What follows belongs to an exercise in optimizing a design on an open flow for small area; a production flow would make more cautious choices.
Only simulation tests tie the RTL to the original design; equivalence was not proved.
No activity file was given, so power comes from the tool's default toggle rates.

===== design/flow/config.mk =====
export PLATFORM = sky130hd
export DESIGN_NAME = Segway
export DESIGN_NICKNAME = Segway
export VERILOG_FILES = /design/flow/design.v
export SDC_FILE = /design/flow/constraint.sdc
export NUM_CORES = 4
export LEC_CHECK = 0
export CAP_MARGIN = 20
export CORE_MARGIN = 2
export CORE_UTILIZATION = 60
export CTS_BUF_LIST = sky130_fd_sc_hd__clkbuf_8
export CTS_CLUSTER_DIAMETER = 60
export CTS_CLUSTER_SIZE = 20
export PLACE_DENSITY = 0.75
export SLEW_MARGIN = 20

===== design/flow/constraint.sdc =====
create_clock -name core_clock -period 20.0 [get_ports {clk}]
set_input_delay 4.0000 -clock core_clock [delete_from_list [all_inputs] [get_ports {clk}]]
set_output_delay 4.0000 -clock core_clock [all_outputs]
set_load 0.01 [all_outputs]

===== design/flow/design.v =====
module Segway(clk,RST_n,LED,INERT_SS_n,INERT_MOSI,
              INERT_SCLK,INERT_MISO,A2D_SS_n,A2D_MOSI,A2D_SCLK,
              A2D_MISO,PWM_rev_rght,PWM_frwrd_rght,PWM_rev_lft,
              PWM_frwrd_lft,piezo_n,piezo,INT,RX);
  input clk,RST_n;
  input INERT_MISO;                      
  input A2D_MISO;                        
  input INT;                             
  input RX;                              
  output [7:0] LED;
  output A2D_SS_n, INERT_SS_n;
  output A2D_MOSI, INERT_MOSI;
  output A2D_SCLK, INERT_SCLK;
  output PWM_rev_rght, PWM_frwrd_rght;
  output PWM_rev_lft, PWM_frwrd_lft;
  output piezo_n,piezo;
  wire rst_n;
  wire [11:0] lft_ld, rght_ld;
  wire batt_low;
  wire vld, upd;
  wire [15:0] ptch;
  wire pwr_up;
  wire [11:0] ld_cell_diff;
  wire en_steer, rider_off;
  wire lft_rev, rght_rev;
  wire [10:0] lft_spd, rght_spd;
  wire ovr_spd;
  assign LED = 8'h00;
  reg [17:0] tmr;
  always @(posedge clk, negedge rst_n)
    if (!rst_n) tmr <= 18'h00000;
    else tmr <= tmr + 1'b1;
  Auth_blk Auth_block(.clk(clk), .rst_n(rst_n), .rider_off(rider_off), .pwr_up(pwr_up), .RX(RX));
  inert_intf Inertial_Interface(.clk(clk), .rst_n(rst_n), .tmr_full(&tmr[15:0]), .vld(vld), .upd(upd),
                                .ptch(ptch), .SS_n(INERT_SS_n), .SCLK(INERT_SCLK), .MOSI(INERT_MOSI),
                                .MISO(INERT_MISO), .INT(INT));
  balance_cntrl balance_control(.clk(clk), .rst_n(rst_n), .vld(vld), .upd(upd), .ptch(ptch),
                                .ld_cell_diff(ld_cell_diff), .lft_spd(lft_spd), .lft_rev(lft_rev),
                                .rght_spd(rght_spd), .rght_rev(rght_rev), .rider_off(rider_off),
                                .en_steer(en_steer), .pwr_up(pwr_up), .ovr_spd(ovr_spd));
  steer_en steer_enable(.clk(clk), .rst_n(rst_n), .lft_ld(lft_ld), .rght_ld(rght_ld),
                        .ld_cell_diff(ld_cell_diff), .en_steer(en_steer), .rider_off(rider_off));
  mtr_drv motor_drive(.clk(clk), .rst_n(rst_n), .en(pwr_up), .cnt(tmr[10:0]),
                      .PWM_rev_lft(PWM_rev_lft), .PWM_frwrd_lft(PWM_frwrd_lft),
                      .PWM_rev_rght(PWM_rev_rght), .PWM_frwrd_rght(PWM_frwrd_rght),
                      .lft_spd(lft_spd), .lft_rev(lft_rev), .rght_spd(rght_spd), .rght_rev(rght_rev));
  A2D_Intf A2D_interface(.clk(clk), .rst_n(rst_n), .nxt(vld), .lft_ld(lft_ld), .rght_ld(rght_ld),
                         .batt_low(batt_low), .SS_n_A2D(A2D_SS_n), .SCLK_A2D(A2D_SCLK),
                         .MOSI_A2D(A2D_MOSI), .MISO_A2D(A2D_MISO));
  piezo pepperoni_piezo(.tmr(tmr), .norm_mode(en_steer), .ovr_spd(ovr_spd), .batt_low(batt_low),
                        .piezo(piezo), .piezo_n(piezo_n));
  rst_synch iRST(.clk(clk), .RST_n(RST_n), .rst_n(rst_n));
endmodule
module rca #(parameter W = 8) (a, b, ci, s, co);
  input [W-1:0] a, b;
  input ci;
  output [W-1:0] s;
  output co;
  wire [W:0] c;
  assign c[0] = ci;
  genvar i;
  generate for (i = 0; i < W; i = i + 1) begin : g
    assign s[i] = a[i] ^ b[i] ^ c[i];
    assign c[i+1] = (a[i] & b[i]) | (c[i] & (a[i] ^ b[i]));
  end endgenerate
  assign co = c[W];
endmodule
module cch #(parameter W = 8) (a, b, ci, co);
  input [W-1:0] a, b;
  input ci;
  output co;
  wire [W:0] c;
  assign c[0] = ci;
  genvar i;
  generate for (i = 0; i < W; i = i + 1) begin : g
    assign c[i+1] = (a[i] & b[i]) | (c[i] & (a[i] | b[i]));
  end endgenerate
  assign co = c[W];
endmodule
module Auth_blk(clk, rst_n, rider_off, pwr_up, RX);
	input clk, rst_n;
	input RX, rider_off;
	output pwr_up;
	localparam [1:0] OFF = 2'd0, PWR1 = 2'd1, PWR2 = 2'd2;
	reg [1:0] state, nxt_state;
	reg clr_rx_rdy;
	wire rx_rdy, is_g, is_s;
	UART_rcv receiver(.clk(clk), .rst_n(rst_n), .RX(RX), .clr_rdy(clr_rx_rdy), .rdy(rx_rdy),
	                  .is_g(is_g), .is_s(is_s));
	wire go = rx_rdy & is_g;
	wire stop = rx_rdy & is_s;
	assign pwr_up = (state != OFF);
	always @(posedge clk, negedge rst_n)
		if (!rst_n) state <= OFF;
		else state <= nxt_state;
	always @* begin
		nxt_state = OFF;
		clr_rx_rdy = 1'b0;
		case (state)
			OFF: if (go) begin clr_rx_rdy = 1'b1; nxt_state = PWR1; end
			PWR1: if (stop) begin clr_rx_rdy = 1'b1; nxt_state = PWR2; end
			      else nxt_state = PWR1;
			default: if (go) begin clr_rx_rdy = 1'b1; nxt_state = PWR1; end
			         else if (rider_off) nxt_state = OFF;
			         else nxt_state = PWR2;
		endcase
	end
endmodule
module UART_rcv(clk, rst_n, RX, rdy, is_g, is_s, clr_rdy);
	input clk, rst_n;
	input RX;
	input clr_rdy;
	output reg rdy;
	output reg is_g, is_s;
	localparam [7:0] G = 8'h67, S = 8'h73;
	reg state;                   
	reg [3:0] bit_cnt;
	reg [11:0] baud_cnt;
	reg rx_ff1, rx_ff2;
	wire shift = ~|baud_cnt;
	wire start = ~state & ~rx_ff2;
	wire set_rdy = state & (bit_cnt == 4'd10);
	always @(posedge clk, negedge rst_n)
		if (!rst_n) state <= 1'b0;
		else if (start) state <= 1'b1;
		else if (set_rdy) state <= 1'b0;
	always @(posedge clk)
		if (~state) bit_cnt <= 4'd0;
		else if (shift) bit_cnt <= bit_cnt + 1'b1;
	always @(posedge clk)
		if (~state) baud_cnt <= 12'h69E;
		else if (shift) baud_cnt <= 12'hEFE;
		else baud_cnt <= {baud_cnt[10:0], ~(baud_cnt[11] ^ baud_cnt[5] ^ baud_cnt[3] ^ baud_cnt[0])};
	wire [2:0] bi = bit_cnt[2:0] - 3'd1;
	wire data_bit = state & shift & (bit_cnt >= 4'd1) & (bit_cnt <= 4'd8);
	always @(posedge clk)
		if (start) begin
			is_g <= 1'b1;
			is_s <= 1'b1;
		end else if (data_bit) begin
			is_g <= is_g & (rx_ff2 == G[bi]);
			is_s <= is_s & (rx_ff2 == S[bi]);
		end
	always @(posedge clk, negedge rst_n)
		if (!rst_n) rdy <= 1'b0;
		else if (start | clr_rdy) rdy <= 1'b0;
		else if (set_rdy) rdy <= 1'b1;
	always @(posedge clk, negedge rst_n)
		if (!rst_n) begin
			rx_ff1 <= 1'b1;
			rx_ff2 <= 1'b1;
		end else begin
			rx_ff1 <= RX;
			rx_ff2 <= rx_ff1;
		end
endmodule
module SPI_mstr16(clk, rst_n, wrt, SS_n, SCLK, done, smpl, k);
	input clk, rst_n;
	input wrt;
	output SS_n, SCLK;
	output done;
	output smpl;
	output [3:0] k;
	localparam [9:0] IDLE_D = 10'b11111_10111;
	reg busy;
	reg [9:0] d;
	wire last = (d == 10'b01111_11111);
	assign smpl = busy & (d[9] ? (d[4:0] == 5'b11111)
	                           : ((d[4:0] == 5'b01111) & (|d[8:5])));
	assign k = d[9] ? 4'h0 : d[8:5];
	assign SCLK = d[4];
	assign SS_n = ~busy;
	always @(posedge clk)
		if (busy & ~last) d <= d + 1'b1;
		else d <= IDLE_D;
	always @(posedge clk, negedge rst_n)
		if (!rst_n) busy <= 1'b0;
		else if (busy) busy <= ~last;
		else busy <= wrt;
	assign done = ~busy;
endmodule
module inertial_integrator(clk, rst_n, upd, ptch_rt, AZ, ptch);
	input clk, rst_n;
	input upd;
	input [15:0] ptch_rt;
	input [15:0] AZ;
	output [15:0] ptch;
	reg [26:0] ptch_int;
	assign ptch = ptch_int[26:11];
	wire [8:0] ah; wire x0;
	rca #(9) u0(.a(AZ[15:7]), .b(9'h003), .ci(1'b0), .s(ah), .co(x0));
	wire [15:0] a = {ah, AZ[6:0]};
	wire [16:0] f5h; wire f5c;
	rca #(17) u1(.a({{3{a[15]}}, a[15:2]}), .b({a[15], a}), .ci(1'b0), .s(f5h), .co(f5c));
	wire [18:0] f5 = {f5h, a[1:0]};
	wire [18:0] a19 = {{3{a[15]}}, a};
	wire [18:0] f7; wire x2;
	rca #(19) u2(.a({a, 3'b000}), .b(~a19), .ci(1'b1), .s(f7), .co(x2));
	wire [19:0] mh_a = {f5[18], f5};                  
	wire [19:0] mh_b = {{7{f7[18]}}, f7[18:6]};
	wire c13;
	cch #(7) u3(.a(mh_a[6:0]), .b(mh_b[6:0]), .ci(1'b0), .co(c13));
	wire [12:0] acc; wire x3;
	rca #(13) u4(.a(mh_a[19:7]), .b(mh_b[19:7]), .ci(c13), .s(acc), .co(x3));
	wire [15:0] nptch = ~ptch;
	wire cf;
	cch #(16) u5(.a({{3{acc[12]}}, acc}), .b(nptch), .ci(1'b0), .co(cf));
	wire fus = ~(acc[12] ^ nptch[15] ^ cf);
	wire [15:0] rc; wire x5;
	rca #(16) u6(.a(ptch_rt), .b(16'hFC3E), .ci(1'b0), .s(rc), .co(x5));
	wire [26:0] n; wire x6;
	rca #(27) u7(.a(ptch_int), .b(~{{11{rc[15]}}, rc}), .ci(1'b1), .s(n), .co(x6));
	wire [16:0] nh; wire x7;
	rca #(17) u8(.a(n[26:10]), .b({17{~fus}}), .ci(fus), .s(nh), .co(x7));
	always @(posedge clk, negedge rst_n)
		if (!rst_n) ptch_int <= 27'd0;
		else if (upd) ptch_int <= {nh, n[9:0]};
endmodule
module inert_intf(clk, rst_n, tmr_full, vld, upd, ptch, SS_n, SCLK, MOSI, MISO, INT);
	input clk, rst_n;
	input tmr_full;              
	input INT;
	input MISO;
	output vld;                  
	output upd;                  
	output [15:0] ptch;
	output SS_n, SCLK, MOSI;
	localparam [3:0] INIT1 = 4'd0, INIT2 = 4'd1, INIT3 = 4'd2, INIT4 = 4'd3,
	                 WAIT_A = 4'd4, WAIT_B = 4'd5, VLD2 = 4'd6, ASRT_VLD = 4'd7,
	                 READ1_A = 4'd8, READ1_B = 4'd9, READ1_C = 4'd10, READ2 = 4'd11,
	                 READ3 = 4'd12, READ4 = 4'd13;
	reg [3:0] state, nxt_state;
	reg wrt;
	reg INT_meta1, INT_meta2;
	reg [31:0] chain;
	reg [15:0] cmd;
	wire done, smpl;
	wire [3:0] k;
	SPI_mstr16 spi(.clk(clk), .rst_n(rst_n), .wrt(wrt), .SS_n(SS_n), .SCLK(SCLK),
	               .done(done), .smpl(smpl), .k(k));
	inertial_integrator intgr(.clk(clk), .rst_n(rst_n), .upd(upd),
	                          .ptch_rt({chain[23:16], chain[31:24]}),
	                          .AZ({chain[7:0], chain[15:8]}), .ptch(ptch));
	always @(posedge clk) begin
		INT_meta1 <= INT;
		INT_meta2 <= INT_meta1;
	end
	always @(posedge clk)
		if (smpl & k[3]) chain <= {chain[30:0], MISO};
	always @* begin
		case (state)
			INIT2: cmd = 16'h0D02;
			INIT3: cmd = 16'h1053;
			INIT4: cmd = 16'h1150;
			WAIT_A, READ1_B: cmd = 16'h1460;
			READ1_A: cmd = 16'hA200;
			READ2: cmd = 16'hA300;
			READ3: cmd = 16'hAC00;
			READ4: cmd = 16'hAD00;
			default: cmd = 16'h0000;
		endcase
	end
	assign MOSI = cmd[~k];
	always @(posedge clk, negedge rst_n)
		if (!rst_n) state <= INIT1;
		else state <= nxt_state;
	assign vld = (state == ASRT_VLD);
	assign upd = (state == VLD2);
	always @* begin
		nxt_state = state;
		wrt = 1'b0;
		case (state)
			INIT1: if (tmr_full) begin nxt_state = INIT2; wrt = 1'b1; end
			INIT2: if (done) begin nxt_state = INIT3; wrt = 1'b1; end
			INIT3: if (done) begin nxt_state = INIT4; wrt = 1'b1; end
			INIT4: if (done) begin nxt_state = WAIT_A; wrt = 1'b1; end
			WAIT_A: if (INT_meta2) begin nxt_state = done ? READ1_A : READ1_B; wrt = 1'b1; end
			WAIT_B, VLD2: begin
				nxt_state = WAIT_B;
				if (INT_meta2) begin nxt_state = done ? READ1_A : READ1_C; wrt = 1'b1; end
			end
			READ1_A, READ1_B, READ1_C: if (done) begin nxt_state = READ2; wrt = 1'b1; end
			READ2: if (done) begin nxt_state = READ3; wrt = 1'b1; end
			READ3: if (done) begin nxt_state = READ4; wrt = 1'b1; end
			READ4: if (done) begin nxt_state = ASRT_VLD; wrt = 1'b1; end
			ASRT_VLD: nxt_state = VLD2;
			default: nxt_state = WAIT_B;
		endcase
	end
endmodule
module balance_cntrl(clk, rst_n, vld, upd, ptch, ld_cell_diff, lft_spd, lft_rev,
                     rght_spd, rght_rev, rider_off, en_steer, pwr_up, ovr_spd);
	input clk, rst_n;
	input vld;                        
	input upd;                        
	input [15:0] ptch;
	input [11:0] ld_cell_diff;
	input rider_off, en_steer, pwr_up;
	output [10:0] lft_spd, rght_spd;
	output lft_rev, rght_rev;
	output ovr_spd;
	reg [17:0] integrator;
	reg [9:0] err1, err2;             
	reg [10:0] lft_mag, rght_mag;
	reg lft_sgn, rght_sgn;
	wire [9:0] err = ptch[15] ? (&ptch[14:9] ? ptch[9:0] : 10'h200)
	                          : (|ptch[14:9] ? 10'h1FF : ptch[9:0]);
	wire [17:0] nxt_integrator;
	wire ci0;
	rca #(18) a_int(.a(integrator), .b({{8{err[9]}}, err}), .ci(1'b0), .s(nxt_integrator), .co(ci0));
	wire overflow = (integrator[17] == err[9]) & (nxt_integrator[17] != err[9]);
	always @(posedge clk)
		if (~pwr_up | rider_off) integrator <= 18'h00000;
		else if (vld & ~overflow) integrator <= nxt_integrator;
	always @(posedge clk, negedge rst_n)
		if (!rst_n) begin
			err1 <= 10'h000;
			err2 <= 10'h000;
		end else if (upd) begin
			err1 <= err;
			err2 <= err1;
		end
	wire [10:0] lft_mag_n, rght_mag_n;
	wire lft_sgn_n, rght_sgn_n;
	bal_dp dp(.err(err), .err2(err2), .ih(integrator[17:2]), .ld_cell_diff(ld_cell_diff), .en_steer(en_steer),
	          .lft_mag(lft_mag_n), .lft_sgn(lft_sgn_n), .rght_mag(rght_mag_n), .rght_sgn(rght_sgn_n));
	always @(posedge clk) begin
		lft_mag <= lft_mag_n;
		lft_sgn <= lft_sgn_n;
		rght_mag <= rght_mag_n;
		rght_sgn <= rght_sgn_n;
	end
	assign lft_rev = lft_sgn;
	assign rght_rev = rght_sgn;
	assign lft_spd = lft_mag;
	assign rght_spd = rght_mag;
	assign ovr_spd = pwr_up & ((lft_mag[10] & lft_mag[9] & |lft_mag[8:0]) |
	                           (rght_mag[10] & rght_mag[9] & |rght_mag[8:0]));
endmodule
module bal_dp(err, err2, ih, ld_cell_diff, en_steer, lft_mag, lft_sgn, rght_mag, rght_sgn);
	input [9:0] err, err2;
	input [15:0] ih;                  
	input [11:0] ld_cell_diff;
	input en_steer;
	output [10:0] lft_mag, rght_mag;
	output lft_sgn, rght_sgn;
	wire [9:0] d_diff;
	wire ci1;
	rca #(10) a_dd(.a(err), .b(~err2), .ci(1'b1), .s(d_diff), .co(ci1));
	wire [6:0] q = d_diff[9] ? (&d_diff[8:6] ? d_diff[6:0] : 7'h40)
	                         : (|d_diff[8:6] ? 7'h3F : d_diff[6:0]);
	wire [12:0] e13 = {{3{err[9]}}, err};
	wire [12:0] e7;                   
	wire ci2;
	rca #(13) a_e7(.a({err, 3'b000}), .b(~e13), .ci(1'b1), .s(e7), .co(ci2));
	wire [7:0] q5h;                   
	wire ci3;
	rca #(8) a_q5(.a({q[6], q}), .b({{3{q[6]}}, q[6:2]}), .ci(1'b0), .s(q5h), .co(ci3));
	wire [9:0] q5 = {q5h, q[1:0]};
	wire [12:0] xh;                   
	wire ci4;
	rca #(13) a_x(.a({e7[12], e7[12:1]}), .b({{3{q5[9]}}, q5}), .ci(1'b0), .s(xh), .co(ci4));
	wire [13:0] x = {xh, e7[0]};
	wire [14:0] pid_h;
	wire ci5;
	rca #(15) a_pid(.a({x[13], x}), .b(ih[15:1]), .ci(1'b0), .s(pid_h), .co(ci5));
	wire [15:0] PID = {pid_h, ih[0]};
	wire [15:0] ldd = {{7{ld_cell_diff[11]}}, ld_cell_diff[11:3]} & {16{en_steer}};
	wire [15:0] pid_p, pid_m;         
	wire ci6, ci7;
	rca #(16) a_p(.a(PID), .b(ldd), .ci(1'b0), .s(pid_p), .co(ci6));
	rca #(16) a_m(.a(PID), .b(~ldd), .ci(1'b1), .s(pid_m), .co(ci7));
	wire [10:0] mag_p, mag_m;
	wire sgn_p, sgn_m;
	shape shp(.t(pid_p), .mag(mag_p), .sgn(sgn_p));
	shape shm(.t(pid_m), .mag(mag_m), .sgn(sgn_m));
	assign {lft_mag, lft_sgn} = PID[15] ? {mag_p, sgn_p} : {mag_m, sgn_m};
	assign {rght_mag, rght_sgn} = PID[15] ? {mag_m, sgn_m} : {mag_p, sgn_p};
endmodule
module shape(t, mag, sgn);
	input [15:0] t;
	output [10:0] mag;
	output sgn;
	wire neg = t[15];
	wire [10:0] u = t[10:0] ^ {11{neg}};      
	wire hz7 = neg ? &t[14:7] : ~|t[14:7];
	wire hz10 = neg ? &t[14:10] : ~|t[14:10];
	wire hz11 = neg ? &t[14:11] : ~|t[14:11];
	wire ho10 = neg ? ~|t[14:10] : &t[14:10];   
	wire [10:0] m_band;
	wire cb;
	rca #(11) a_b(.a(u), .b(11'd980), .ci(neg), .s(m_band), .co(cb));
	wire big = cb | ~hz11;
	wire sml = hz7 & (neg ? (u[6:0] < 7'd69) : (u[6:0] < 7'd70));
	wire wrap = ho10 & (u[9:0] >= 10'h02C);    
	wire [6:0] a7;                             
	wire ca;
	rca #(7) a_a(.a(u[6:0]), .b(7'd0), .ci(neg), .s(a7), .co(ca));
	wire [6:0] m_sh;                           
	wire [3:0] m_sl = 4'd0 - a7[3:0];
	wire bsl = |a7[3:0];                       
	wire cs;
	rca #(7) a_s(.a(a7), .b(~{4'b0000, a7[6:4]}), .ci(~bsl), .s(m_sh), .co(cs));
	wire [10:0] m_small = {m_sh, m_sl};
	assign mag = sml ? m_small : (big ? 11'h7FF : m_band);
	assign sgn = neg ^ (~sml & wrap);
endmodule
module steer_en(clk, rst_n, lft_ld, rght_ld, ld_cell_diff, en_steer, rider_off);
	input clk, rst_n;
	input [11:0] lft_ld, rght_ld;
	output [11:0] ld_cell_diff;
	output reg en_steer;
	output rider_off;
	localparam [1:0] IDLE = 2'd0, WAIT = 2'd1, STEER_EN = 2'd2;
	reg [1:0] state, nxt_state;
	reg [15:0] waitTimer;
	reg clr_tmr;
	wire [11:0] sum;
	wire c0, c1;
	rca #(12) a_s(.a(lft_ld), .b(rght_ld), .ci(1'b0), .s(sum), .co(c0));
	rca #(12) a_d(.a(lft_ld), .b(~rght_ld), .ci(1'b1), .s(ld_cell_diff), .co(c1));
	wire neg = ld_cell_diff[11];
	wire [11:0] u = ld_cell_diff ^ {12{neg}};
	wire sum_gt_min = sum[11] | sum[10] | sum[9];
	assign rider_off = ~sum_gt_min;
	wire gt4;
	cch #(12) c_4(.a(u), .b({3'b111, ~sum[10:2]}), .ci(neg), .co(gt4));
	wire diff_gt_fourth = ~sum[11] & gt4;
	wire [6:0] s4 = sum[10:4];
	wire [3:0] m_l = 4'd0 - s4[3:0];
	wire [6:0] m_h;
	wire c2;
	rca #(7) a_m(.a(s4), .b(~{4'b0000, s4[6:4]}), .ci(~|s4[3:0]), .s(m_h), .co(c2));
	wire gt15;
	cch #(12) c_15(.a(u), .b(~{1'b0, m_h, m_l}), .ci(neg), .co(gt15));
	wire diff_gt_15_16 = ~sum[11] & gt15;
	wire tmr_full = (waitTimer == 16'hD577);
	always @(posedge clk)
		if (clr_tmr) waitTimer <= 16'h0000;
		else waitTimer <= {waitTimer[14:0], ~(waitTimer[15] ^ waitTimer[14] ^ waitTimer[12] ^ waitTimer[3])};
	always @(posedge clk, negedge rst_n)
		if (!rst_n) state <= IDLE;
		else state <= nxt_state;
	always @* begin
		nxt_state = IDLE;
		clr_tmr = 1'b0;
		en_steer = 1'b0;
		case (state)
			IDLE: if (sum_gt_min) begin nxt_state = WAIT; clr_tmr = 1'b1; end
			WAIT: begin
				if (~sum_gt_min) nxt_state = IDLE;
				else if (diff_gt_fourth) begin nxt_state = WAIT; clr_tmr = 1'b1; end
				else if (tmr_full) begin nxt_state = STEER_EN; en_steer = 1'b1; end
				else nxt_state = WAIT;
			end
			default: begin
				if (~sum_gt_min) nxt_state = IDLE;
				else if (diff_gt_15_16) begin nxt_state = WAIT; clr_tmr = 1'b1; end
				else begin nxt_state = STEER_EN; en_steer = 1'b1; end
			end
		endcase
	end
endmodule
module PWM11(PWM_sig, clk, rst_n, en, cnt, duty);
	input clk, rst_n;
	input en;
	input [10:0] cnt;
	input [10:0] duty;
	output reg PWM_sig;
	always @(posedge clk)
		if (~en | (cnt >= duty))
			PWM_sig <= 1'b0;
		else if (cnt == 11'h000)
			PWM_sig <= 1'b1;
endmodule
module mtr_drv(PWM_rev_lft, PWM_frwrd_lft, PWM_rev_rght, PWM_frwrd_rght,
               clk, rst_n, en, cnt, lft_spd, lft_rev, rght_spd, rght_rev);
	output PWM_rev_lft, PWM_frwrd_lft, PWM_rev_rght, PWM_frwrd_rght;
	input clk, rst_n;
	input en;                        
	input [10:0] cnt;
	input lft_rev, rght_rev;
	input [10:0] lft_spd, rght_spd;
	wire lftMotor, rghtMotor;
	PWM11 lftPWM(.PWM_sig(lftMotor), .clk(clk), .rst_n(rst_n), .en(en), .cnt(cnt), .duty(lft_spd));
	PWM11 rghtPWM(.PWM_sig(rghtMotor), .clk(clk), .rst_n(rst_n), .en(en), .cnt(cnt), .duty(rght_spd));
	assign PWM_rev_lft    = lftMotor & lft_rev;
	assign PWM_frwrd_lft  = lftMotor & ~lft_rev;
	assign PWM_rev_rght   = rghtMotor & rght_rev;
	assign PWM_frwrd_rght = rghtMotor & ~rght_rev;
endmodule
module A2D_Intf(clk, rst_n, nxt, lft_ld, rght_ld, batt_low, SS_n_A2D, SCLK_A2D, MOSI_A2D, MISO_A2D);
	input clk, rst_n;
	input nxt;
	output reg [11:0] lft_ld, rght_ld;
	output batt_low;
	input MISO_A2D;
	output SS_n_A2D, SCLK_A2D, MOSI_A2D;
	localparam [1:0] IDLE = 2'd0, SPI_1 = 2'd1, WAIT = 2'd2, SPI_2 = 2'd3;
	reg [1:0] state, nxt_state;
	reg [1:0] rr;
	reg wrt, update;
	reg [11:0] rx;
	reg batt11;
	wire done, smpl;
	wire [3:0] k;
	SPI_mstr16 spi(.clk(clk), .rst_n(rst_n), .wrt(wrt), .SS_n(SS_n_A2D), .SCLK(SCLK_A2D),
	               .done(done), .smpl(smpl), .k(k));
	assign MOSI_A2D = ((k == 4'd2) & (rr != 2'd0)) | ((k == 4'd4) & (rr == 2'd2));
	always @(posedge clk)
		if (smpl) rx <= {rx[10:0], MISO_A2D};
	always @(posedge clk, negedge rst_n)
		if (!rst_n) rr <= 2'd0;
		else if (update) rr <= rr[1] ? 2'd0 : rr + 1'b1;
	always @(posedge clk, negedge rst_n)
		if (!rst_n) lft_ld <= 12'h000;
		else if (update & (rr == 2'd0)) lft_ld <= rx;
	always @(posedge clk, negedge rst_n)
		if (!rst_n) rght_ld <= 12'h000;
		else if (update & (rr == 2'd1)) rght_ld <= rx;
	always @(posedge clk, negedge rst_n)
		if (!rst_n) batt11 <= 1'b0;
		else if (update & (rr == 2'd2)) batt11 <= rx[11];
	assign batt_low = ~batt11;
	always @(posedge clk, negedge rst_n)
		if (!rst_n) state <= IDLE;
		else state <= nxt_state;
	always @* begin
		nxt_state = IDLE;
		wrt = 1'b0;
		update = 1'b0;
		case (state)
			IDLE: if (nxt) begin wrt = 1'b1; nxt_state = SPI_1; end
			SPI_1: nxt_state = done ? WAIT : SPI_1;
			WAIT: begin wrt = 1'b1; nxt_state = SPI_2; end
			default: if (done) update = 1'b1; else nxt_state = SPI_2;
		endcase
	end
endmodule
module piezo(tmr, norm_mode, ovr_spd, batt_low, piezo, piezo_n);
	input [17:0] tmr;
	input norm_mode, ovr_spd, batt_low;
	output piezo, piezo_n;
	wire norm_tone_dur = tmr[17] & tmr[16];
	assign piezo = ovr_spd ? (tmr[6] & (batt_low ? tmr[15] : tmr[16])) :
	               batt_low ? (tmr[7] & norm_tone_dur) :
	               norm_mode & tmr[8] & norm_tone_dur;
	assign piezo_n = ~piezo;
endmodule
module rst_synch(RST_n, clk, rst_n);
	input RST_n, clk;
	output rst_n;
	reg reg1, rst_n;
	always @(negedge clk, negedge RST_n) begin
		if (!RST_n) begin
			reg1 <= 0;
			rst_n <= 0;
		end
		else begin
			reg1 <= 1'b1;
			rst_n <= reg1;
		end
	end
endmodule

===== design/flow/flow/run.sh =====
#!/bin/bash
# Layout flow: the standard synthesis, a re-mapping of its combinational logic
# (same flip-flops), then the standard flow with clock tree synthesis without
# dummy loads. Each tool writes its output to a log here.
set -euo pipefail
LIB=$FLOW_HOME/platforms/$FLOW_PLATFORM/lib/sky130_fd_sc_hd__tt_025C_1v80.lib
RES=orfs/results/$FLOW_PLATFORM/Segway/base

# 1. standard synthesis
bash standard.sh synth > synth_std.log 2>&1
cp $RES/1_2_yosys.v netlist_std.v

# 2. choose full adders to implement inverted, then re-map the other logic
python3 flow/genmodels.py $LIB models.v > genmodels.log 2>&1
python3 flow/flip.py netlist_std.v flipped.v > flip.log 2>&1
DONTUSE=$(sed -n '/DONT_USE_CELLS += /,/^$/p' $FLOW_HOME/platforms/$FLOW_PLATFORM/config.mk | tr ' \\' '\n\n' | grep '^sky130' | sed 's/^/-dont_use /' | tr '\n' ' ')
sed -e "s|@LIB@|$LIB|g" -e "s|@DONTUSE@|$DONTUSE|" -e "s|@OUT@|netlist_post.v|" flow/post.ys.in > post.ys
yosys -s post.ys > post.log 2>&1
cp netlist_post.v $RES/1_2_yosys.v

# 3. the netlist database again from the new netlist, then the rest of the flow
bash standard.sh synth > synth_odb.log 2>&1
bash standard.sh "CTS_ARGS=-sink_clustering_enable -repair_clock_nets -buf_list sky130_fd_sc_hd__clkbuf_8 -sink_clustering_size 20 -sink_clustering_max_diameter 60 -dont_use_dummy_load" finish > finish.log 2>&1

===== design/flow/flow/area.abc =====
strash
dc2
&get -n
&dch -f
&nf -p -a -R 2000 -C 32
&put

===== design/flow/flow/flip.py =====
#!/usr/bin/env python3
# Choose full-adder cells to implement in inverted polarity, FA(~a,~b,~c) = ~FA(a,b,c),
# so that fewer inverters sit between adders, flip-flops and ports, and rewrite the
# netlist with explicit inversions (assign) around the flipped adders for ABC to absorb.
import re, sys, random, math, collections
src = open(sys.argv[1]).read()
OUTP = {'X', 'Y', 'Q', 'Q_N', 'SUM', 'COUT'}
cellre = re.compile(r'(\n\s*)(sky130_fd_sc_hd__\w+)\s+(\S+)\s*\((.*?)\);', re.S)
pinre = re.compile(r'\.(\w+)\(([^()]*)\)')
inst = {}
for m in cellre.finditer(src):
    t, n, body = m.group(2), m.group(3), m.group(4)
    inst[n] = (t, dict((p, v.strip()) for p, v in pinre.findall(body)))
def isinv(t): return re.search(r'__inv_\d', t) is not None
def isfa(t): return re.search(r'__fa_\d', t) is not None
def isbox(t): return re.search(r'__(fa|ha|df|edf|dfrtn)', t) is not None
drv = {}
for n, (t, p) in inst.items():
    for pin, net in p.items():
        if pin in OUTP: drv[net] = (n, pin)
def base(net):
    inv = False
    while net in drv and isinv(inst[drv[net][0]][0]):
        net = inst[drv[net][0]][1]['A']; inv = not inv
    return net, inv
# box input consumers of each base net
cons = collections.defaultdict(list)
for n, (t, p) in inst.items():
    if not isbox(t): continue
    for pin, net in p.items():
        if pin in OUTP or pin in ('CLK', 'CLK_N', 'RESET_B', 'SET_B'): continue
        b, i = base(net)
        cons[b].append((n, pin, i))
fas = sorted(n for n, (t, p) in inst.items() if isfa(t))
flip = {n: 0 for n in fas}
# nets touched by each FA (its inputs' bases and its outputs)
touch = collections.defaultdict(set)
for b, cl in cons.items():
    for (n, pin, i) in cl:
        if n in flip: touch[n].add(b)
    if b in drv and drv[b][0] in flip: touch[drv[b][0]].add(b)
def netcost(b):
    pol = 1 if (b in drv and drv[b][0] in flip and flip[drv[b][0]]) else 0
    need = set()
    for (n, pin, i) in cons[b]:
        w = int(i) ^ (flip[n] if n in flip else 0)
        need.add(w ^ pol)
    return 1 if 1 in need else 0
def delta(n):
    before = sum(netcost(b) for b in touch[n])
    flip[n] ^= 1
    after = sum(netcost(b) for b in touch[n])
    flip[n] ^= 1
    return after - before
total = sum(netcost(b) for b in cons)
random.seed(12345)
cur = total; best = total; bestflip = dict(flip); T = 1.5
for it in range(60000):
    n = fas[random.randrange(len(fas))]
    d = delta(n)
    if d <= 0 or random.random() < math.exp(-d / T):
        flip[n] ^= 1; cur += d
        if cur < best: best = cur; bestflip = dict(flip)
    T = max(0.02, T * 0.9999)
flip = bestflip
sys.stderr.write('box-input inversions: %d -> %d, flipped %d of %d adders\n' % (total, best, sum(flip.values()), len(fas)))
# rewrite
newwires = []; assigns = []
def repl(m):
    lead, t, n, body = m.group(1), m.group(2), m.group(3), m.group(4)
    if n not in flip or not flip[n]: return m.group(0)
    key = re.sub(r'\W', '_', n)
    def pr(pm):
        pin, net = pm.group(1), pm.group(2).strip()
        w = 'flp_%s_%s' % (key, pin)
        newwires.append(w)
        if pin in ('A', 'B', 'CIN'): assigns.append('  assign %s = ~%s ;' % (w, net))
        else: assigns.append('  assign %s = ~%s ;' % (net, w))
        return '.%s(%s)' % (pin, w)
    return '%s%s %s (%s);' % (lead, t, n, pinre.sub(pr, body))
out = cellre.sub(repl, src)
i = out.index(');', out.index('module ')) + 2
out = out[:i] + '\n' + ''.join('  wire %s;\n' % w for w in newwires) + out[i:]
j = out.rindex('endmodule')
out = out[:j] + '\n'.join(assigns) + '\n' + out[j:]
open(sys.argv[2], 'w').write(out)

===== design/flow/flow/genmodels.py =====
# Generate Verilog models of the combinational single-output cells of a liberty file
import re,sys
lib=open(sys.argv[1]).read()
skip=re.compile(r'__(fa|ha|fah|fahcin|fahcon|df|edf|sdf|sedf|dl|sdl|conb|ebuf|einv|bufbuf|lpflow|sdlclk|dlclk|dlrtp|dlxt|dlxb|tap|fill|decap|diode|probe|lpflow|macro|clkdlybuf|dlygate|dlymetal)')
out=[]
for m in re.finditer(r'\n\s*cell\s*\(\s*"?(sky130_fd_sc_hd__\w+)"?\s*\)\s*\{', lib):
    name=m.group(1)
    if skip.search(name): continue
    # find the cell body: up to next "\n    cell (" 
    start=m.end(); nxt=lib.find('\n    cell (', start)
    body=lib[start:nxt if nxt>0 else len(lib)]
    pins=re.findall(r'\n\s*pin\s*\(\s*"?(\w+)"?\s*\)\s*\{(.*?)\n\s{8}\}', body, re.S)
    ins=[]; outs=[]
    for pn,pb in pins:
        d=re.search(r'direction\s*:\s*"?(\w+)"?',pb)
        if not d: continue
        if d.group(1)=='input': ins.append(pn)
        elif d.group(1)=='output':
            f=re.search(r'function\s*:\s*"([^"]*)"',pb)
            outs.append((pn,f.group(1) if f else None))
    if len(outs)!=1 or outs[0][1] is None or not ins: continue
    fn=outs[0][1].replace('!','~')
    fn=re.sub(r'\)\s*\(', ') & (', fn)
    out.append('module %s(%s);\n  input %s;\n  output %s;\n  assign %s = %s;\nendmodule\n' % (name, ', '.join(ins+[outs[0][0]]), ', '.join(ins), outs[0][0], outs[0][0], fn))
open(sys.argv[2],'w').write('\n'.join(out))
print(len(out),'models')

===== design/flow/flow/post.ys.in =====
# Re-map the combinational logic of the standard synthesis netlist.
# Flip-flops, full and half adders stay as they are (blackboxes); every other
# cell is replaced by its function and mapped again by ABC for area.
read_liberty -lib @LIB@
read_verilog -sv flipped.v
hierarchy -top Segway
techmap -map models.v
techmap
opt -fast -purge
abc -script flow/area.abc -liberty @LIB@ @DONTUSE@
opt_clean -purge
hilomap -singleton -hicell sky130_fd_sc_hd__conb_1 HI -locell sky130_fd_sc_hd__conb_1 LO
insbuf -buf sky130_fd_sc_hd__buf_4 A X
splitnets
opt_clean -purge
tee -o post_stat.txt stat -liberty @LIB@
write_verilog -noattr -nohex -nodec @OUT@

===== design/flow/standard.sh =====
#!/bin/bash
# synth_recipe.tcl (not shown) runs the flow's synth.tcl, then flattens the netlist and writes it again
# the make line also repeats each setting of config.mk as NAME=value (left out here)
make -C /OpenROAD-flow-scripts/flow DESIGN_CONFIG=/design/flow/config.mk WORK_HOME=/design/flow/orfs CLKGATE_MAP_FILE= SYNTH_SCRIPT=/design/flow/synth_recipe.tcl "${@:-finish}"

==> results.txt, run 1 <==
- Status: no timing/DRC/antenna violations
- Detailed-placement wirelength estimate: 24200 µm
- Nets: 1915
- Min-Delay Path Class: flop to flop
- CTS H-tree lvls: 1
- Die X-Extent: 173 µm
- DRT iter0 DRCs: 739
- Number of nets with antenna violations after routing: 0
- Period minus WS final: 18780 ps
- Final Hold Fails: 0
- CTS sink count: 254
- Crit Path Category: flop to flop
- DR pass1 iterations: 7
- Area Overhead vs Synth: 6.67%
- Setup tns final: 0 ps
- RSZ-0062 raised after global routing: false
- Switching share of power: 0.222
- Gpl congestion: 0.894
- Core Region: roughly 0.028 mm²
- NetSw: 0.189 mW
- FMAX: 53.2 MHz
- Power Density: about 46 mW/mm²
- Die area: 0.0299 mm²
- Clock transition at the registers of the reported paths: 110 ps
- Leakage: a little under 8 nW
- Worst ir drop on vdd: slightly above 0.00005 V
- Final setup vio count: 0
- Critical path startpoint category: flop
- Crit-path most repeated cell: fa_1
- CP Capture Type: flop
- Total track usage: 0.215
- CTS tree: built
- Avg Inst Size Synth: about 11 µm²
- Share of cells above drive strength 1: 0.0321
- Worst Path Max Fanout: 16
- Flop pwr share: 0.641
- Root buffer cell: clkbuf_8
- DRC viols: 0
- WP data required: 20440 ps
- Grt ovf: 0
- Largest net degree at the start of global routing: 62
- Critical Path End: balance_control.rght_mag[7]
- Final Max Tran Viols: 0
- R2R Path End: balance_control.rght_mag[7]
- Vias in the first global route: 11378
- PortBufs: 17
- Row count: 61
- Post-CTS setup buffer count: 0
- Clk latency of the worst-skew pair: between 500 and 600 ps
- Die Y: 173 µm
- Hold WS: 299 ps
- Mapped Area: ~0.017 mm²
- Worst slew pin tran: 990 ps
- DP Area: 0.0179 mm²
- R2r worst-path depth: 65
- Gate count of the mapped netlist: 1537
- Clk_skew: 89.9 ps
- Post-layout instance area: 0.0183 mm²
- # resized after CTS: 0
- Starting Density: 0.613
- Crit-path max cell delay: 630 ps
- IO Count: 26
- Clk buf depth: 3
- R2R Setup Slk: around 1200 ps
- ANT cells: 0
- Hold_buf cts: 0
- DRT Wirelength: 30700 µm
- Pwr Total: 0.850 mW
- Reg2reg start: A2D_interface.lft_ld[0]
- Fin crit share: 0.939
- Slowest cell on the critical path: xor2_2
- Max-Cap Viols: 0
- Beginning of the worst hold path: iRST.reg1
- Slew HR: 0.338
- CTS buffer count: 25
- Arrival @ worst endpoint: between 15000 and 20000 ps
- Initial antenna violation count: 0
- First-pass GRT wire length: 53900 µm
- Hold Path Stages: 0
- Synth warnings: 11
- Pint: roughly 0.66 mW
- Critical path startpoint: A2D_interface.lft_ld[0]
- Gate power share: 0.032
- Via count: 11098
- Clock power share: 0.327
- Vias/cell: 5.64
- DR WL/cell: 15.6 µm
==> cell type report <==
| cell class | instances | area, µm² |
|---|---|---|
| clock buffers | 25 | 344 |
| repair buffers | 29 | 268 |
| flip-flops and latches | 254 | 6080 |
| fillers | 2167 | 9650 |
| inverters | 159 | 597 |
| multi-input cells | 1123 | 10500 |
| well taps | 378 | 473 |
==> power groups by stage <==
stage	Clock [mW]	Combinational, mW	Sequential (mW)
floorplan	0	0.0207	0.556
global placement	0	0.0266	0.555
detailed placement	0	0.0283	0.556
CTS	0.289	0.0281	0.545
global route	0.306	0.0308	0.546
finish	0.278	0.0273	0.544
==> worst min-delay path by stage <==
stage / to
floorplan: iRST.rst_n
global placement: iRST.rst_n
detailed placement: iRST.rst_n
CTS: iRST.rst_n
global route: iRST.rst_n
finish: iRST.rst_n
==> layout by cell type (no fill, tap or decap), types with 6 or more instances in the layout <==
master           count
nand2_1             89
a22oi_1             15
dfxtp_1            100
xor2_1              18
mux2_1              46
buf_4               11
nor4_1              12
maj3_1               7
o22ai_1             18
dfrtp_1            106
clkdlybuf4s50_1     17
nor2_1             110
conb_1               9
a21oi_1             82
o21ai_0             77
mux2i_1             21
nor2b_1             36
ha_1               121
nand2b_1            18
clkinv_1           159
clkbuf_8            25
nand3_1             31
nor3_1              21
or3_1                7
a31oi_1              7
or2_0                8
o21a_1               7
xnor2_1             64
nand4_1              9
fa_1               196
a21o_1               6
edfxtp_1            44
and3_1               6
==> registers in the layout, summed over array words and instances (netlist names), 12 cells and up <==
register,cells
tmr,18
A2D_interface.rx,12
balance_control.integrator,18
Inertial_Interface.intgr.ptch_int,27
A2D_interface.lft_ld,12
steer_enable.waitTimer,16
Auth_block.receiver.baud_cnt,12
A2D_interface.rght_ld,12
Inertial_Interface.chain,32
==> routing by layer <==
metal  up-vias  global-route usage  part of all wire  wire [µm]
met1      5510               0.297              0.46      14000
met2       192               0.364              0.48      14800
met4         0              0.0576             0.026        814
li1       5345                   -                 -          -
met3        51              0.0266             0.034       1060
met5         -                   0                 0          0
==> critical path, delay by kind of cell, from the launching register on <==
family,cells,cell delay (ps)
mux,1,320
xor+xnor,3,1480
simple gates,5,1160
buf+inv,9,940
compound gates,10,1890
flops,1,360
fa+ha+maj,37,12490
==> through the flow <==
| stage | utilization | cells | worst slack [ps] |
|---|---|---|---|
| 2_1_floorplan | - | 1544 | 1330 |
| 3_3_place_gp | 0.640 | 1942 | 1390 |
| 3_5_place_dp | 0.640 | 1942 | 770 |
| 4_1_cts | 0.653 | 1967 | 673 |
| 5_1_grt | 0.654 | 1968 | 101 |
| 6_report | 0.654 | 1968 | 1220 |
==> inputs of run 2 (changes only) <==
==> design/flow/config.mk (replaced) <==
export PLATFORM = sky130hd
export DESIGN_NAME = Segway
export DESIGN_NICKNAME = Segway
export VERILOG_FILES = /design/flow/design.v
export SDC_FILE = /design/flow/constraint.sdc
export NUM_CORES = 4
export LEC_CHECK = 0
export CAP_MARGIN = 0
export CORE_MARGIN = 2
export CORE_UTILIZATION = 40
export CTS_BUF_LIST = sky130_fd_sc_hd__clkbuf_8
export CTS_CLUSTER_DIAMETER = 60
export CTS_CLUSTER_SIZE = 20
export PLACE_DENSITY = 0.6
export SLEW_MARGIN = 0
==> run 2 against run 1 <==
Sequential share of layout area decreased by 0.38 points. Non-clock buffer count up 2. First-iteration DRC count is 20% lower. Global-route usage fell by 6.6 points. Utilization is 22 points lower. Clock skew up 17 ps. Synthesized area unchanged. Routed wire length up 2.3%. Hold slack lost 14 ps. Final area up 1.1%. Clock-buffer cell count up 2. Sequential power hardly changed. Largest power group unchanged.
==> results.txt, run 2 <==
- IO Count: 26
- Fin crit share: 0.924
- Detailed-placement wirelength estimate: around 25000 µm
- Largest net degree at the start of global routing: 62
- Setup WS post-layout: 1520 ps
- R2R Path End: balance_control.rght_mag[7]
- RSZ-0062 raised after global routing: false
- Clk latency of the worst-skew pair: 640 ps
- Die X-Extent: 211 µm
- Grt ovf: 0
- Clk_skew: around 110 ps
- Slew HR: 0.208
- Final Max Tran Viols: 0
- Die Y: 211 µm
- Vias in the first global route: 11285
- Critical path startpoint: A2D_interface.lft_ld[0]
- Critical Path End: balance_control.rght_mag[7]
- Worst Path Max Fanout: 16
- DR pass1 iterations: 5
- Synth warnings: 11
- DRT Wirelength: 31400 µm
- R2r worst-path depth: 65
- Arrival @ worst endpoint: 18900 ps
- Avg Inst Size Synth: 11.2 µm²
- Place WS: between 800 and 900 ps
- Gpl congestion: 0.870
- Die area: about 0.045 mm²
- Most common cell after layout, fill and taps aside: fa_1
- Utilization after layout: 0.439
- Beginning of the worst hold path: iRST.reg1
- Slowest cell on the critical path: xor2_2
- Leakage: slightly below 8 nW
- Hold_buf cts: 0
- Root buffer cell: clkbuf_8
- CTS sink count: 254
- Final setup vio count: 0
- Area Overhead vs Synth: 7.89%
- Gate count of the mapped netlist: 1537
- PortBufs: 17
- FMAX: 54.1 MHz
- WP data required: 20420 ps
- Final Hold Fails: 0
- DRT iter0 DRCs: approximately 590
- Largest regs: Inertial_Interface.chain (32), Inertial_Interface.intgr.ptch_int (27)
- Share of cells above drive strength 1: 0.0326
- Starting Density: 0.407
- Status: no timing/DRC/antenna violations
- DR WL/cell: ~15 µm
- Power Density: 46.6 mW/mm²
- Mapped Area: 0.0171 mm²
- CTS H-tree lvls: 1
- Nets: between 1500 and 2000
- Clk buf depth: 3
- ANT cells: 0
- Min-Delay Path Class: flop to flop
- DRC viols: 0
- Number of nets with antenna violations after routing: 0
- CTS buffer count: 27
- Crit-path max cell delay: 660 ps
- Crit-path most repeated cell: fa_1
- R2R Setup Slk: 1520 ps
- Period minus WS final: 18480 ps
- Core Region: 0.0421 mm²
- Total track usage: 0.149
- Critical path startpoint category: flop
- Worst ir drop on vdd: 0.0000412 V
- Setup tns final: 0 ps
- Sequential Area: 0.00608 mm²
- Reg with most FFs: Inertial_Interface.chain
- Via count: between 10000 and 15000
- Max reg flops: 32
- Crit Path Category: flop to flop
- Worst slew pin tran: 1180 ps
- Clock transition at the registers of the reported paths: 60 ps
- Row count: 75
- Max-Cap Viols: 0
- Vias/cell: 5.14
- Pwr Total: 0.862 mW
- Fillers: 3959
- Commonest non-fill, non-tap cells in the layout: fa_1 (196), clkinv_1 (159), ha_1 (121)
- First-pass GRT wire length: ~55000 µm
- Reg2reg start: A2D_interface.lft_ld[0]
- CP Capture Type: flop
- CTS tree: built
- Multi-input gate area: 0.0105 mm²
- Hold WS: 285 ps
- Initial antenna violation count: 0
run 2: layer usage:
metal,routed length [µm],vias to the layer above,track usage
li1,-,5359,-
met1,15100,5413,0.208
met2,14600,147,0.244
met3,993,53,0.0208
met4,764,0,0.0401
met5,0,-,0
run 2: power breakdown:
group          internal [mW]  switching (mW)  leakage (nW)  total (mW)
Sequential             0.536         0.00854          2.72       0.544
Clock                  0.119           0.171         0.194       0.291
Combinational         0.0141          0.0130          4.94      0.0271
Total                  0.669           0.193          7.85       0.862
run 2: final cells by class:
| class | count | area share |
|---|---|---|
| Clock buffer | 27 | 0.0201 |
| Inverter | 159 | 0.0323 |
| Multi-Input combinational cell | 1123 | 0.568 |
| Sequential cell | 254 | 0.329 |
| Tap cell | 539 | 0.0365 |
| Timing Repair Buffer | 31 | 0.0149 |
run 2: critical path: cells and delay by family, from the launching register on:
kind | cells | cell delay (ps)
adders and majority gates | 37 | 12490
AOI/OAI and AO/OA | 10 | 1800
xor gates and xnor gates | 3 | 1500
muxes | 1 | 310
and+or+nand+nor | 5 | 1060
DFF | 1 | 350
buffers and inverters | 9 | 920
run 2: through the flow:
step	cell area [µm²]	instances
final	18500	2133
after global placement	18100	2106
after global routing	18500	2133
after floorplan	17200	1544
after CTS	18500	2133
after detailed placement	18100	2106
run 2: repair_timing:
action	in CTS	in global routing
gates resized for setup	0	2
buffers inserted	0	0
setup endpoints to repair	0	19
endpoints found under the hold margin	0	0
run 2: worst min path at each step:
stage                 end  cells past startpoint
2_1_floorplan  iRST.rst_n                      0
3_3_place_gp   iRST.rst_n                      0
3_5_place_dp   iRST.rst_n                      0
4_1_cts        iRST.rst_n                      0
5_1_grt        iRST.rst_n                      0
6_report       iRST.rst_n                      0
==> inputs of run 3 (changes only) <==
--- a/design/flow/config.mk
+++ b/design/flow/config.mk
@@ -6,5 +6,5 @@
 export NUM_CORES = 4
 export LEC_CHECK = 0
-export CAP_MARGIN = 0
+export CAP_MARGIN = 20
 export CORE_MARGIN = 2
 export CORE_UTILIZATION = 40
@@ -13,3 +13,3 @@
 export CTS_CLUSTER_SIZE = 20
 export PLACE_DENSITY = 0.6
-export SLEW_MARGIN = 0
+export SLEW_MARGIN = 20
==> run 3 against run 2 <==
Via count hardly changed. Sequential cell count is the same. First-iteration DRC count down 8.2%. Clock skew fell by 24 ps. Register-to-register slack worse by 150 ps. Die area unchanged. Largest cell class unchanged.
==> results.txt, run 3 <==
- Status: no timing/DRC/antenna violations
- Row count: between 70 and 80
- Reg with most FFs: Inertial_Interface.chain
- Avg Inst Size Synth: 11.2 µm²
- DR WL/cell: 14.7 µm
- Core Region: 0.0421 mm²
- Max-Cap Viols: 0
- Period minus WS final: 18630 ps
- Clk_skew: 83.5 ps
- Final Hold Fails: 0
- Arrival @ worst endpoint: 19050 ps
- DRT Wirelength: 31300 µm
- Clk latency of the worst-skew pair: 610 ps
- Synth warnings: 11
- Leakage: 7.87 nW
- Critical path startpoint category: flop
- Largest regs: Inertial_Interface.chain (32), Inertial_Interface.intgr.ptch_int (27)
- Worst ir drop on vdd: 0.0000410 V
- Gpl congestion: 0.870
- WP data required: 20420 ps
- Setup tns final: 0 ps
- Area Overhead vs Synth: 8.08%
- # resized after CTS: 0
- Number of nets with antenna violations after routing: 0
- DR pass1 iterations: 5
- FMAX: 53.7 MHz
- Vias in the first global route: ~11000
- Multi-input gate area: 0.0105 mm²
- Final Max Tran Viols: 0
- Clk buf depth: 3
- IO Count: 26
- Pwr Total: 0.861 mW
- CP Capture Type: flop
- Slowest cell on the critical path: xor2_1
- Starting Density: 0.407
- Root buffer cell: clkbuf_8
- Die Y: 211 µm
- Post-CTS setup buffer count: 0
- Hold_buf cts: 0
- Hold WS: 286 ps
- PortBufs: 17
- Nets: 1922
- Die X-Extent: roughly 210 µm
- Total track usage: 0.149
- Most common cell after layout, fill and taps aside: fa_1
- Min-Delay Path Class: flop to flop
- Clock transition at the registers of the reported paths: 70 ps
- Crit-path max cell delay: 510 ps
- CTS tree: built
- Largest net degree at the start of global routing: 62
- ANT cells: 0
- Final setup vio count: 0
- Die area: 0.0445 mm²
- Share of cells above drive strength 1: 0.0344
- CTS H-tree lvls: 1
- Slew HR: 0.373
- Max reg flops: 32
- Worst slew pin tran: 938 ps
- CTS buffer count: 27
- Fin crit share: 0.932
- Power Density: 46.5 mW/mm²
- Crit-path most repeated cell: fa_1
- Non-Filler Instances: around 2100
- # placed instances: 2108
- Via count: 10969
- CTS sink count: around 250
- Sequential Area: 0.00608 mm²
- First-pass GRT wire length: 55100 µm
- Commonest non-fill, non-tap cells in the layout: fa_1 (196), clkinv_1 (159), ha_1 (121)
- Vias/cell: between 5 and 6
- RSZ-0062 raised after global routing: false
- Detailed-placement wirelength estimate: 24800 µm
- Crit Path Category: flop to flop
- Worst Path Max Fanout: 10
- Fillers: 3942
- DRT iter0 DRCs: 540
- Grt ovf: 0
- DRC viols: 0
- Initial antenna violation count: 0
- Gate count of the mapped netlist: around 1500
- Mapped Area: between 0.015 and 0.02 mm²
-- run 3: through the flow --
stage	instance area [µm²]	util	setup slack (ps)
global route	18500	0.440	359
detailed placement	18100	0.430	1150
finish	18500	0.440	1370
floorplan	17200	-	1330
global placement	18100	0.430	1310
CTS	18500	0.439	1090
-- run 3: worst paths after layout --
kind | startpoint | endpoint | slack (ps) | depth (start not counted)
worst min-delay path | iRST.reg1 | iRST.rst_n | 290 | 0
worst max register to register | A2D_interface.lft_ld[0] | balance_control.rght_mag[7] | 1370 | 66
worst min register to register | iRST.reg1 | iRST.rst_n | 290 | 0
worst max-delay path | A2D_interface.lft_ld[0] | balance_control.rght_mag[7] | 1370 | 66
min in group asynchronous | iRST.rst_n | A2D_interface.spi.busy | 10410 | 1
max in group asynchronous | RST_n | iRST.reg1 | 6350 | 1
-- run 3: final cells by class --
type | count | area share
Tap cell | 539 | 0.0364
Sequential cell | 254 | 0.328
Clock buffer | 27 | 0.0201
Multi-Input combinational cell | 1123 | 0.567
Inverter | 159 | 0.0322
Timing Repair Buffer | 34 | 0.0165
-- run 3: power breakdown --
group,total [mW],switching (mW),internal (mW)
clock,0.289,0.170,0.119
combinational,0.0273,0.0132,0.0141
sequential,0.545,0.00874,0.536
-- run 3: critical path: cells and delay by family (launching register included) --
| kind | cells | cell delay (ps) |
|---|---|---|
| compound gates | 10 | 1860 |
| mux | 1 | 310 |
| fa+ha+maj | 37 | 12480 |
| buf+inv | 10 | 1200 |
| simple gates | 5 | 1020 |
| flops | 1 | 350 |
| xor+xnor | 3 | 1290 |
-- run 3: layer usage --
metal	vias up	global-route usage	wire length, µm
met1	5414	0.208	14900
met5	-	0	0
met4	0	0.0372	702
met2	145	0.244	14700
li1	5365	-	-
met3	45	0.0210	1030
==> inputs of run 4 (changes only) <==
--- a/design/flow/flow/run.sh
+++ b/design/flow/flow/run.sh
@@ -21,3 +21,3 @@
 # 3. the netlist database again from the new netlist, then the rest of the flow
 bash standard.sh synth > synth_odb.log 2>&1
-bash standard.sh "CTS_ARGS=-sink_clustering_enable -repair_clock_nets -buf_list sky130_fd_sc_hd__clkbuf_8 -sink_clustering_size 20 -sink_clustering_max_diameter 60 -dont_use_dummy_load" finish > finish.log 2>&1
+bash standard.sh "CTS_ARGS=-sink_clustering_enable -repair_clock_nets -buf_list sky130_fd_sc_hd__clkbuf_16 -sink_clustering_size 30 -sink_clustering_max_diameter 80 -dont_use_dummy_load" finish > finish.log 2>&1
==> run 4 against run 3 <==
Critical path depth unchanged. Clock skew down 7.5 ps. Still clean on timing, DRC and antenna. Clock-buffer cell count down 10. Hold slack better by 11 ps.
==> results.txt, run 4 <==
- Status: no timing/DRC/antenna violations
- Pwr Total: 0.892 mW
- Place WS: 1150 ps
- DRT Wirelength: 31300 µm
- Crit-path most repeated cell: fa_1
- Hold_buf cts: 0
- Root buffer cell: clkbuf_16
- Clock transition at the registers of the reported paths: 70 ps
- Die X-Extent: 211 µm
- PortBufs: 17
- DR pass1 iterations: 5
- RSZ-0062 raised after global routing: false
- Power Density: 48.0 mW/mm²
- Mapped Area: 0.0171 mm²
- Largest regs: Inertial_Interface.chain (32), Inertial_Interface.intgr.ptch_int (27)
- IO Count: 26
- Most common cell after layout, fill and taps aside: fa_1
- Total track usage: 0.149
- Gpl congestion: 0.870
- CP Capture Type: flop
- Final setup vio count: 0
- ANT cells: 0
- DRT iter0 DRCs: 536
- Final Hold Fails: 0
- Nets: 1912
- # resized after CTS: 0
- Share of cells above drive strength 1: 0.0277
- Top Family by Delay on Critical Path: adder cells
- Clk latency of the worst-skew pair: 540 ps
- Min-Delay Path Class: flop to flop
- Setup tns final: 0 ps
- Slew HR: 0.376
- Largest net degree at the start of global routing: 62
- Die area: 0.0445 mm²
- Number of nets with antenna violations after routing: 0
- Vias/cell: 5.15
- Gate count of the mapped netlist: 1537
- Post-CTS setup buffer count: 0
- FMAX: 52.8 MHz
- CTS tree: built
- Die Y: 211 µm
- Setup WS post-layout: 1070 ps
- WP data required: 20380 ps
- Grt ovf: 0
- Detailed-placement wirelength estimate: 24800 µm
- Max reg flops: 32
- Row count: 75
- Final Max Tran Viols: 0
- R2R Setup Slk: around 1100 ps
- Slowest cell on the critical path: xnor2_1
- Arrival @ worst endpoint: 19310 ps
- Post-layout instance area: 0.0186 mm²
- Initial antenna violation count: 0
- Critical path startpoint category: flop
- Clk buf depth: 3
- Avg Inst Size Synth: between 10 and 15 µm²
- DP Area: between 0.015 and 0.02 mm²
- CTS H-tree lvls: 1
- Worst Path Max Fanout: 10
- Commonest non-fill, non-tap cells in the layout: fa_1 (196), clkinv_1 (159), ha_1 (121)
- Worst slew pin tran: roughly 930 ps
- CTS sink count: 254
- CP bufs+invs: 10
- Starting Density: 0.407
- Worst ir drop on vdd: 0.0000460 V
- Crit-path max cell delay: 680 ps
- First-pass GRT wire length: about 55000 µm
- Clk_skew: between 70 and 80 ps
- DR WL/cell: 14.7 µm
- Leakage: 7.88 nW
- Vias in the first global route: roughly 11000
- Synth warnings: 11
- Max-Cap Viols: 0
- Period minus WS final: 18930 ps
- Reg with most FFs: Inertial_Interface.chain
- Hold WS: 297 ps
- Via count: roughly 11000
- CTS buffer count: 17
- Area Overhead vs Synth: 8.35%
- DRC viols: 0
- Fin crit share: 0.947
- Core Region: 0.0421 mm²
- Crit Path Category: flop to flop
## run 4: changes by cell type in the layout (fill, tap and decap cells not counted)
cell,before,now
clkbuf_8,27,0
clkbuf_16,0,17
xnor2_1,64,65
xnor2_2,4,3
## run 4: per-stage QoR
step	util	std cells
after floorplan	-	1544
after global placement	0.430	2106
after detailed placement	0.430	2108
after CTS	0.440	2125
after global routing	0.441	2126
final	0.441	2126
## run 4: area by class of cell
class | count | area [µm²]
fill | 3916 | 23600
multi-input combinational | 1123 | 10500
sequential | 254 | 6080
tap | 539 | 674
inverter | 159 | 597
clock buffer | 17 | 425
timing repair buffer | 34 | 305
## run 4: layer usage
metal / routed length (µm) / vias to the layer above / GRT usage / share of wire
met5: 0 / - / 0 / 0
met4: 724 / 0 / 0.0381 / 0.023
met3: 973 / 39 / 0.0184 / 0.031
met2: 14600 / 160 / 0.243 / 0.47
met1: 15000 / 5405 / 0.211 / 0.48
li1: - / 5344 / - / -
## run 4: worst paths after layout
| path | startpoint | end | depth (start not counted) |
|---|---|---|---|
| worst max-delay path | A2D_interface.lft_ld[0] | balance_control.rght_mag[7] | 66 |
| worst min-delay path | iRST.reg1 | iRST.rst_n | 0 |
| worst max register to register | A2D_interface.lft_ld[0] | balance_control.rght_mag[7] | 66 |
| worst min register to register | iRST.reg1 | iRST.rst_n | 0 |
| max in group asynchronous | RST_n | iRST.rst_n | 1 |
| min in group asynchronous | iRST.rst_n | A2D_interface.spi.busy | 1 |
## run 4: worst reg2reg max path: cells and delay by family, from the launching register on
family,cells,cell delay (ps)
xor gates and xnor gates,3,1530
DFF,1,350
muxes,1,310
buffers and inverters,10,1300
adders and majority gates,37,12470
AOI/OAI and AO/OA,10,1890
and+or+nand+nor,5,1010
## run 4: power by group
part	internal (mW)	switching [mW]	leakage (nW)
logic	0.0141	0.0134	4.96
clock network	0.151	0.169	0.209
registers	0.536	0.00874	2.72
==> inputs of run 5 (changes only) <==
--- a/design/flow/flow/run.sh
+++ b/design/flow/flow/run.sh
@@ -21,3 +21,3 @@
 # 3. the netlist database again from the new netlist, then the rest of the flow
 bash standard.sh synth > synth_odb.log 2>&1
-bash standard.sh "CTS_ARGS=-sink_clustering_enable -repair_clock_nets -buf_list sky130_fd_sc_hd__clkbuf_16 -sink_clustering_size 30 -sink_clustering_max_diameter 80 -dont_use_dummy_load" finish > finish.log 2>&1
+bash standard.sh "CTS_ARGS=-sink_clustering_enable -repair_clock_nets -buf_list sky130_fd_sc_hd__clkbuf_4 -sink_clustering_size 12 -sink_clustering_max_diameter 40 -dont_use_dummy_load" finish > finish.log 2>&1
--- a/design/flow/config.mk
+++ b/design/flow/config.mk
@@ -8,8 +8,8 @@
 export CAP_MARGIN = 20
 export CORE_MARGIN = 2
-export CORE_UTILIZATION = 40
+export CORE_UTILIZATION = 60
 export CTS_BUF_LIST = sky130_fd_sc_hd__clkbuf_8
 export CTS_CLUSTER_DIAMETER = 60
 export CTS_CLUSTER_SIZE = 20
-export PLACE_DENSITY = 0.6
+export PLACE_DENSITY = 0.75
 export SLEW_MARGIN = 20
==> run 5 against run 4 <==
Still clean on timing, DRC and antenna. Critical path depth down 1. Final cell count down 6.6%. Final area fell by 1.7%. Synthesized cell count unchanged. Hold slack gained 2.8 ps. First-iteration DRC count is 17% higher. Die area down 33%. Sequential power about the same. Global-route usage rose by 6.5 points. Register-to-register slack improved by 160 ps. Largest power group unchanged.
==> results.txt, run 5 <==
- Detailed-placement wirelength estimate: between 20000 and 25000 µm
- Row count: 61
- Avg Inst Size Synth: 11.2 µm²
- Crit-path most repeated cell: fa_1
- Crit Path Category: flop to flop
- PortBufs: 17
- Area Overhead vs Synth: 6.48%
- Clk latency of the worst-skew pair: between 600 and 700 ps
- Slew HR: 0.347
- Largest net degree at the start of global routing: 62
- DRT Wirelength: approximately 30000 µm
- Clk buf depth: 3
- Root buffer cell: clkbuf_4
- Final Hold Fails: 0
- Slowest cell on the critical path: xor2_2
- Crit-path max cell delay: 630 ps
- DR WL/cell: between 15 and 20 µm
- Die Y: around 170 µm
- Mapped Area: 0.0171 mm²
- Max reg flops: 32
- Hold Path Stages: 0
- DRT iter0 DRCs: 628
- Gate count of the mapped netlist: 1537
- Leakage: 7.84 nW
- Final setup vio count: 0
- Largest regs: Inertial_Interface.chain (32), Inertial_Interface.intgr.ptch_int (27)
- Fillers: 2195
- Die X-Extent: 173 µm
- Share of cells above drive strength 1: 0.0417
- Clk_skew: 100 ps
- CTS sink count: 254
- Clock transition at the registers of the reported paths: 110 ps
- Utilization after layout: 0.653
- CP Capture Type: flop
- Arrival @ worst endpoint: 19240 ps
- Fin crit share: 0.939
- Max-Cap Viols: 0
- Initial antenna violation count: 1
- Die area: 0.0299 mm²
- RSZ-0062 raised after global routing: false
- Core Region: approximately 0.028 mm²
- Vias in the first global route: 11488
- DRC viols: 0
- Via count: 11137
- Final Max Tran Viols: 0
- Critical path startpoint category: flop
- CTS H-tree lvls: 2
- Min-Delay Path Class: flop to flop
- Gpl congestion: 0.894
- Worst slew pin tran: between 900 and 1000 ps
- Multi-input gate area: 0.0105 mm²
- Worst ir drop on vdd: 0.0000397 V
- Hold_buf cts: 0
- Status: no timing/DRC/antenna violations
- Starting Density: 0.613
- Commonest non-fill, non-tap cells in the layout: fa_1 (196), clkinv_1 (159), ha_1 (121)
- DR pass1 iterations: 5
- Setup WS post-layout: 1230 ps
- Power Density: around 46 mW/mm²
- Most common cell after layout, fill and taps aside: fa_1
- Sequential Area: 0.00608 mm²
- Vias/cell: ~5.6
- Period minus WS final: ~19000 ps
- CTS tree: built
- Number of nets with antenna violations after routing: 0
- Reg with most FFs: Inertial_Interface.chain
- FMAX: ~53 MHz
- Nets: 1931
- R2r worst-path depth: 65
- CTS buffer count: a little over 40
- WP data required: just over 20000 ps
- Worst Path Max Fanout: 16
- Setup tns final: 0 ps
- Grt ovf: 0
- IO Count: 26
- Total track usage: 0.214
- First-pass GRT wire length: 53600 µm
- Place WS: 770 ps
- Synth warnings: 11
-- run 5: metal layers --
layer  part of all wire  GRT usage  routed length, µm  up-vias
met2               0.48      0.361              14800      200
met5                  0          0                  0        -
met4              0.021     0.0558                631        0
met3              0.039     0.0345               1210       46
met1               0.46      0.292              14000     5502
li1                   -          -                  -     5389
-- run 5: area by class of cell --
class                   count  share of cell area
repair buffers             29              0.0147
flip-flops and latches    254               0.333
inverters                 159              0.0327
multi-input cells        1123               0.577
well taps                 378              0.0259
diodes                      1            0.000137
clock buffers              41              0.0169
-- run 5: per-stage QoR --
| step | cell area, µm² | total power [mW] | instances | hold slack (ps) |
|---|---|---|---|---|
| after floorplan | 17200 | 0.577 | 1544 | 292 |
| after global placement | 17900 | 0.582 | 1942 | 293 |
| after detailed placement | 17900 | 0.584 | 1942 | 297 |
| after CTS | 18200 | 0.845 | 1983 | 297 |
| after global routing | 18200 | 0.869 | 1985 | 304 |
| final | 18200 | 0.831 | 1985 | 300 |
-- run 5: final timing paths --
path,start,slack [ps],to
min in group asynchronous,iRST.rst_n,10400,A2D_interface.rght_ld[3]
hold / removal,iRST.reg1,300,iRST.rst_n
hold reg to reg,iRST.reg1,300,iRST.rst_n
setup / recovery,A2D_interface.lft_ld[0],1230,balance_control.rght_mag[7]
setup reg to reg,A2D_interface.lft_ld[0],1230,balance_control.rght_mag[7]
max in group asynchronous,RST_n,6410,iRST.reg1
-- run 5: power by group --
group | switching (mW) | internal, mW | total, mW | leakage [nW]
registers | 0.00865 | 0.536 | 0.544 | 2.72
logic | 0.0131 | 0.0141 | 0.0272 | 4.94
clock network | 0.166 | 0.0939 | 0.260 | 0.189
total | 0.188 | 0.644 | 0.831 | 7.84
-- run 5: worst max-delay path, delay by kind of cell, from the launching register on --
| kind | cells | cell delay [ps] |
|---|---|---|
| mux | 1 | 320 |
| simple gates | 5 | 1110 |
| flops | 1 | 370 |
| buf+inv | 9 | 940 |
| xor+xnor | 3 | 1490 |
| compound gates | 10 | 1870 |
| fa+ha+maj | 37 | 12490 |
-- run 5: timing repair --
item,in CTS,in global routing
buffers inserted,0,0
setup endpoints to repair,0,14
resized for setup,0,1
